Background: an optimization exercise with open tools, aiming at small area. Do not read the settings as production practice.
The RTL was checked by simulation tests, not by an equivalence proof against the original design.
Power figures rest on the tool's default switching activity, not on a simulated workload.

Design rsb_pixel_top, start of the top module:
module rsb_pixel_top (
    input             clock,
    input             reset,         
    input             pixel_ready,   
    input      [ 7:0] x_addr,
    input      [ 8:0] y_addr,
    input      [ 5:0] game_state,
    output reg [15:0] pixel_data
);
    wire [2:0] ci;
    Video_Engine VIDEO_GENERATOR (.x(x_addr), .y(y_addr), .st(game_state), .ci(ci));
    reg [2:0] pix;
    always @ (posedge clock or posedge reset) begin
        if (reset)
            pix <= 3'd0;
        else if (pixel_ready)
            pix <= ci;
    end
    always @* begin
        case (pix)
        3'd0: pixel_data = 16'h0000;
        3'd1: pixel_data = 16'h001F;
        3'd2: pixel_data = 16'h07E0;
        3'd3: pixel_data = 16'hA516;
        3'd4: pixel_data = 16'hDA22;
        3'd5: pixel_data = 16'hF800;
        3'd6: pixel_data = 16'hF81F;
        default: pixel_data = 16'hFFFF;
        endcase
    end
endmodule
Size: about 680 cells after synthesis, about 42 I/O pins, ~3300 sq um of cells after synthesis.
Settings: LEC_CHECK=0, CAP_MARGIN=20, CORE_MARGIN=2, CORE_UTILIZATION=60, GPL_TIMING_DRIVEN=0, SLEW_MARGIN=20; clock period 10.0 ns.
standard.sh (not shown) runs the stock make flow with config.mk's settings and CLKGATE_MAP_FILE= SYNTH_SCRIPT=/design/flow/synth_recipe.tcl, a recipe that flattens the netlist after the stock synthesis.
==> flow/flow/run.sh <==
#!/bin/bash
# Layout flow: the standard synthesis, then an area-oriented re-mapping of the
# combinational logic (flip-flops kept as the standard synthesis made them), then the
# standard ORFS flow from floorplan to finish.
set -euo pipefail
WORK=$(pwd)
R=$WORK/orfs/results/$FLOW_PLATFORM/rsb_pixel_top/base
YOSYS=$(command -v yosys || echo "$FLOW_HOME/../tools/install/yosys/bin/yosys")

bash standard.sh synth > "$WORK/log_1_standard_synth.log" 2>&1

cp "$R/1_2_yosys.v" "$WORK/standard_synth.v"
SEQ=$(grep -oE '^ *sky130_fd_sc_hd__(df|edf|sdf|dl|sdl|lpflow_inputisolatch)[a-z0-9_]*' "$WORK/standard_synth.v" | sort -u | tr '\n' ' ')
sed -e "s#@IN@#$WORK/standard_synth.v#" -e "s#@OUT@#$WORK/remapped.v#" \
    -e "s#@ABC@#$WORK/flow/remap.abc#" -e "s#@TOP@#$FLOW_TOP#" \
    -e "s#@LIB@#$FLOW_HOME/platforms/sky130hd/lib/sky130_fd_sc_hd__tt_025C_1v80.lib#g" \
    -e "s#@DONTUSE@#$(cat flow/dont_use.txt | tr '\n' ' ')#" \
    -e "s#@SEQ@#$SEQ#" \
    flow/remap.ys.in > "$WORK/remap.ys"
"$YOSYS" -l "$WORK/log_2_remap.log" -s "$WORK/remap.ys" > /dev/null 2>&1

# the remapped netlist replaces the synthesis result; make rebuilds 1_synth.odb from it
cp "$WORK/remapped.v" "$R/1_2_yosys.v"
rm -f "$R/1_synth.odb" "$R/1_synth.sdc"
bash standard.sh > "$WORK/log_3_standard_layout.log" 2>&1
test -s "$FLOW_OUT/final.def"
==> flow/flow/remap.abc <==
strash
&get -n
&deepsyn -T 300 -S 1
&put
dch
map -a
topo
Other scripts of this flow, unchanged in this note and not shown: flow/flow/dont_use.txt, flow/flow/remap.ys.in
The starting point died in global routing with GRT-0116.
Edit:
--- a/flow/flow/run.sh
+++ b/flow/flow/run.sh
@@ -24,3 +24,3 @@
 rm -f "$R/1_synth.odb" "$R/1_synth.sdc"
-bash standard.sh > "$WORK/log_3_standard_layout.log" 2>&1
+bash standard.sh BUFFER_PORTS_ARGS="-buffer_cell sky130_fd_sc_hd__buf_1" finish > "$WORK/log_3_standard_layout.log" 2>&1
 test -s "$FLOW_OUT/final.def"
==> flow/flow/remap.abc (replaced) <==
strash
&get -n
&deepsyn -T 300 -S 1
&put
dch
map -D 5000
topo
CORE_UTILIZATION = 40   (was 60)
The changed run completed with no timing, DRC or antenna violations.
Synthesized area went up by 3.5%.
Synthesized cell count rises by 1.0%.
Edit:
--- a/flow/flow/run.sh
+++ b/flow/flow/run.sh
@@ -24,3 +24,3 @@
 rm -f "$R/1_synth.odb" "$R/1_synth.sdc"
-bash standard.sh BUFFER_PORTS_ARGS="-buffer_cell sky130_fd_sc_hd__buf_1" finish > "$WORK/log_3_standard_layout.log" 2>&1
+bash standard.sh > "$WORK/log_3_standard_layout.log" 2>&1
 test -s "$FLOW_OUT/final.def"
==> flow/flow/remap.abc (replaced) <==
strash
&get -n
&deepsyn -T 300 -S 1
&put
dch
map -a
topo
Result:
- sequential power is lower by about 2%
- via count came out higher by 3.4%
- die area decreases by 3.2%
- total power climbs by 23%
- global-route usage increases by 3.8 points
- hold slack gets worse by 0.10 ns
- design area rises by 24%
- sequential share of layout area decreases by 0.37 points
- register-to-register slack degrades by 0.07 ns
Edit:
==> flow/flow/remap.abc (replaced) <==
strash
&get -n
&deepsyn -T 300 -S 1
&put
dch
map -D 5000
topo
Result: The new run completed without violations. Sequential power climbs by a few percent. Maximum frequency rose by a few percent. Utilization decreases by 9.0 points. Cell area came out lower by roughly a tenth. Routed wire length is lower by a few percent. Global-route usage shrinks by 1.6 points. Total power drops by roughly a tenth. Die area goes up by a few percent. Register-to-register slack is better by 0.04 ns.
Edit:
==> flow/flow/remap.abc (replaced) <==
strash
&get -n
&deepsyn -T 300 -S 1
&put
dch
map -a
topo
GPL_TIMING_DRIVEN = unset   (was 0)
=>
- The new run finished clean
- register-to-register slack barely changes
- final cell count rises by about 11%
- via count rises by 5.2%
- sequential power falls by about 4%
- cell area rises by 17%
- combinational power rises by 15%
- global-route usage rises by 1.5 points


job 7389:
rsb_pixel_top, a different RTL version from the one above (not shown whole).
Size: roughly 42 I/O pins, roughly 2900 µm² of cells after synthesis.
clock: 10.0 ns
lec_check: 0
cap_margin: 20
core_margin: 2
core_utilization: 40
gpl_timing_driven: 0
slew_margin: 20
==> flow/flow/run.sh <==
#!/bin/bash
# Layout flow: the standard synthesis, then an area-oriented re-mapping of the
# combinational logic (flip-flops kept as the standard synthesis made them), then the
# standard ORFS flow from floorplan to finish.
set -euo pipefail
WORK=$(pwd)
R=$WORK/orfs/results/$FLOW_PLATFORM/rsb_pixel_top/base
YOSYS=$(command -v yosys || echo "$FLOW_HOME/../tools/install/yosys/bin/yosys")

bash standard.sh synth > "$WORK/log_1_standard_synth.log" 2>&1

cp "$R/1_2_yosys.v" "$WORK/standard_synth.v"
SEQ=$(grep -oE '^ *sky130_fd_sc_hd__(df|edf|sdf|dl|sdl|lpflow_inputisolatch)[a-z0-9_]*' "$WORK/standard_synth.v" | sort -u | tr '\n' ' ')
sed -e "s#@IN@#$WORK/standard_synth.v#" -e "s#@OUT@#$WORK/remapped.v#" \
    -e "s#@ABC@#$WORK/flow/remap.abc#" -e "s#@TOP@#$FLOW_TOP#" \
    -e "s#@LIB@#$FLOW_HOME/platforms/sky130hd/lib/sky130_fd_sc_hd__tt_025C_1v80.lib#g" \
    -e "s#@DONTUSE@#$(cat flow/dont_use.txt | tr '\n' ' ')#" \
    -e "s#@SEQ@#$SEQ#" \
    flow/remap.ys.in > "$WORK/remap.ys"
"$YOSYS" -l "$WORK/log_2_remap.log" -s "$WORK/remap.ys" > /dev/null 2>&1

# the remapped netlist replaces the synthesis result; make rebuilds 1_synth.odb from it
cp "$WORK/remapped.v" "$R/1_2_yosys.v"
rm -f "$R/1_synth.odb" "$R/1_synth.sdc"
bash standard.sh BUFFER_PORTS_ARGS="-buffer_cell sky130_fd_sc_hd__buf_1" finish > "$WORK/log_3_standard_layout.log" 2>&1
test -s "$FLOW_OUT/final.def"
==> flow/flow/remap.abc <==
strash
&get -n
&deepsyn -T 600 -S 1
&put
dch
map -D 6000
topo
Other scripts of this flow, unchanged in this note and not shown: flow/flow/dont_use.txt, flow/flow/remap.ys.in
The flow did not stop early for job 7389: all stages ran, and the layout cleared the timing, design-rule and antenna checks.
#### Input delta (job 6057 over job 7389)
-- flow/flow/remap.abc --
<<< job 7389, line 6
map -D 6000
>>> job 6057, line 6
map -D 4000
[summary]
Relative to job 7389, the met2 wire length measured on job 6057 has increased by a few percent.
Result for job 6057 and job 7389: all clean
When job 6057 is set beside job 7389, its count of placed standard cells including taps turns out to be 38 larger.
Diff job 7389 -> job 6057: via count has increased; fraction of area in registers roughly the same; number of non-clock buffers decreased about 22%; routed length on met3 grew by 180 µm.
Delta (job 6057 minus job 7389): net switching component of the power climbed about 2.8%; area of the mapped netlist climbed about 6.4%; worst setup slack climbed 0.13 ns.
Job 6057 vs job 7389: layout-stage area growth over the synthesis result down in job 6057
Input changes introduced in job 6348 (baseline for comparison: job 6057):
-- flow/flow/remap.abc --
<<< job 6057, line 6
map -D 4000
>>> job 6348, line 6
map -D 5000
## What came out
Job 6057 vs job 6348, first element of the critical path: game_state[5] vs game_state[3]
Job 6348 ended with more final worst-path cycle share than job 6057.
Power of the clock network in job 6348 is about 5% higher than in job 6057
Weighted congestion at the end of routability-driven global placement of job 6348 exceeds that of job 6057 by a few percent.
Job 6348 ended up with a lower routed length on met3 than job 6057 did.
Going from job 6057 to job 6348, non-clock buffer count grew by a little under 10%.
Fraction of area in registers delta (job 6348 -> job 6057): insignificant
Final wirelength: job 6348 lower than job 6057
Diff job 6057 -> job 6348: hold slack climbed 0.012 ns; combinational power went down about 1%; power shows a reduction of 0.65%; buffering overhead grew by 1.1 points.
#### Input delta (job 5884 over job 6348)
-- flow/flow/remap.abc --
<<< job 6348, line 6
map -D 5000
>>> job 5884, line 6
map -D 3500
### Flow results
- Setup slack at placement improves in job 5884 relative to job 6348.
- Job 5884: via count higher than job 6348
- Non-clock buffering overhead in the final layout, job 5884 and job 6348: larger value in job 6348
- Slew of the pin with the lowest slew margin up 0.13 ns in job 5884 wrt job 6348
- In the tables for job 5884 and job 6348, full die area reads lower with job 6348.
- When the final numbers for job 5884 and job 6348 were put side by side, the cell-internal power turned out to be smaller in job 5884.


## run A
Another version of the RTL of rsb_pixel_top (not shown whole).
For scale: roughly 580 cells after synthesis, ~42 I/O pins.
Settings: LEC_CHECK=0, CAP_MARGIN=20, CORE_MARGIN=2, CORE_UTILIZATION=40, GPL_TIMING_DRIVEN=0, SLEW_MARGIN=20; clock period 10.0 ns.
==> flow/flow/remap.abc <==
strash
&get -n
&deepsyn -T 1500 -S 1
&put
dch
map -D 4000
topo
Scripts as last shown in full above: flow/flow/run.sh
Other scripts of this flow, unchanged in this note and not shown: flow/flow/dont_use.txt, flow/flow/remap.ys.in
Here is what was changed in the inputs of run B compared with run A.
==> flow/flow/remap.abc <==
strash
&get -n
&deepsyn -T 1500 -S 1
&put
dch
map -D 4500
topo
Notes after the runs:
Switching power of the nets of run B falls short of that of run A by a few percent.
Highest net fanout along the worst path: run B and run A compared, higher one is run A
Run B vs run A: final area down in run B
Inputs modified between run B and run C:
==> flow/flow/remap.abc <==
strash
&get -n
&deepsyn -T 600 -S 1
&put
dch
map -D 5000
topo
--- outcome ---
Run C completed; timing, DRC and antenna clean. Floorplan check, run C vs run B: die outline smaller in run C. Logic gate share of total power: run B vs run C, no meaningful difference. Of run C and run B, the run reporting the lower number of tap cells added at floorplan was run C. Comparing run C and run B, the higher netlist area before placement was measured on run B. First-iteration DRC count, run C and run B: smaller value in run C. Looking at number of gates resized after CTS, run C sits above run B. In run C, first-pass GRT wire length is lower than in run B. Compared with run B, run C shows number of placed cells counting well taps that has gone down by a few percent. Switching share of total power: run C vs run B, no meaningful difference. Clock network power share across run C and run B: no real change. Summary — worst hold slack, run C relative to run B: lower, by 0.070 ns.
Setup changes, run C to run D
==> flow/flow/remap.abc <==
strash
&get -n
&deepsyn -T 600 -S 1
&put
dch
map -D 4000
topo
Notes after the runs:
- Higher global routing usage summed across all routing layers goes to run D over run C.
- Post-place instance area was lower in the run labelled run C.
- Die area in run D vs run C: up 2.5%

==> re-timing with driven ports <==
The flow's constraints put no driver on any port. The routed layouts listed below were extracted and timed again, unchanged, in two steps. Step 1 (the two cells are an assumption about what drives the block):
set clk [get_ports {clock}]
set_driving_cell -lib_cell sky130_fd_sc_hd__clkbuf_16 $clk
set_driving_cell -lib_cell sky130_fd_sc_hd__buf_2 [delete_from_list [all_inputs] $clk]
Step 2 moves the port delays by t, midway between the first and last clock arrival at a register: inputs arrive t later, outputs are due t later. That takes back most of the time a late clock gives input paths. Slacks: ideal ports / drivers / drivers and shift; pairs: ideal ports / drivers.
| run | t (ns) | setup slack, ns | worst slew at a driven data input, ns | pins driven straight from the clock port |
|---|---|---|---|---|
| the second run of note 1 | 0.233 | 0.574 / 0.556 / 0.323 | 0.04 | 1 |
| the third run of note 1 | 0.243 | 0.229 / 0.226 / -0.017 | 0.04 | 1 |
| the fourth run of note 1 | 0.233 | 0.489 / 0.479 / 0.246 | 0.04 | 1 |
| the fifth run of note 1 | 0.242 | 0.372 / 0.368 / 0.126 | 0.04 | 1 |
| job 7389 | 0.233 | 0.630 / 0.627 / 0.394 | 0.03 | 1 |
| job 6057 | 0.232 | 0.762 / 0.760 / 0.529 | 0.04 | 1 |
| job 6348 | 0.240 | 0.611 / 0.609 / 0.368 | 0.03 | 1 |
| job 5884 | 0.236 | 0.788 / 0.789 / 0.553 | 0.04 | 1 |
| run A | 0.242 | 0.870 / 0.862 / 0.619 | 0.03 | 1 |
| run B | 0.233 | 0.637 / 0.634 / 0.401 | 0.03 | 1 |
| run C | 0.238 | 0.514 / 0.511 / 0.272 | 0.03 | 1 |
| run D | 0.232 | 0.636 / 0.633 / 0.401 | 0.04 | 1 |
Met with ideal ports but missed after step 2: setup timing in the third run of note 1.
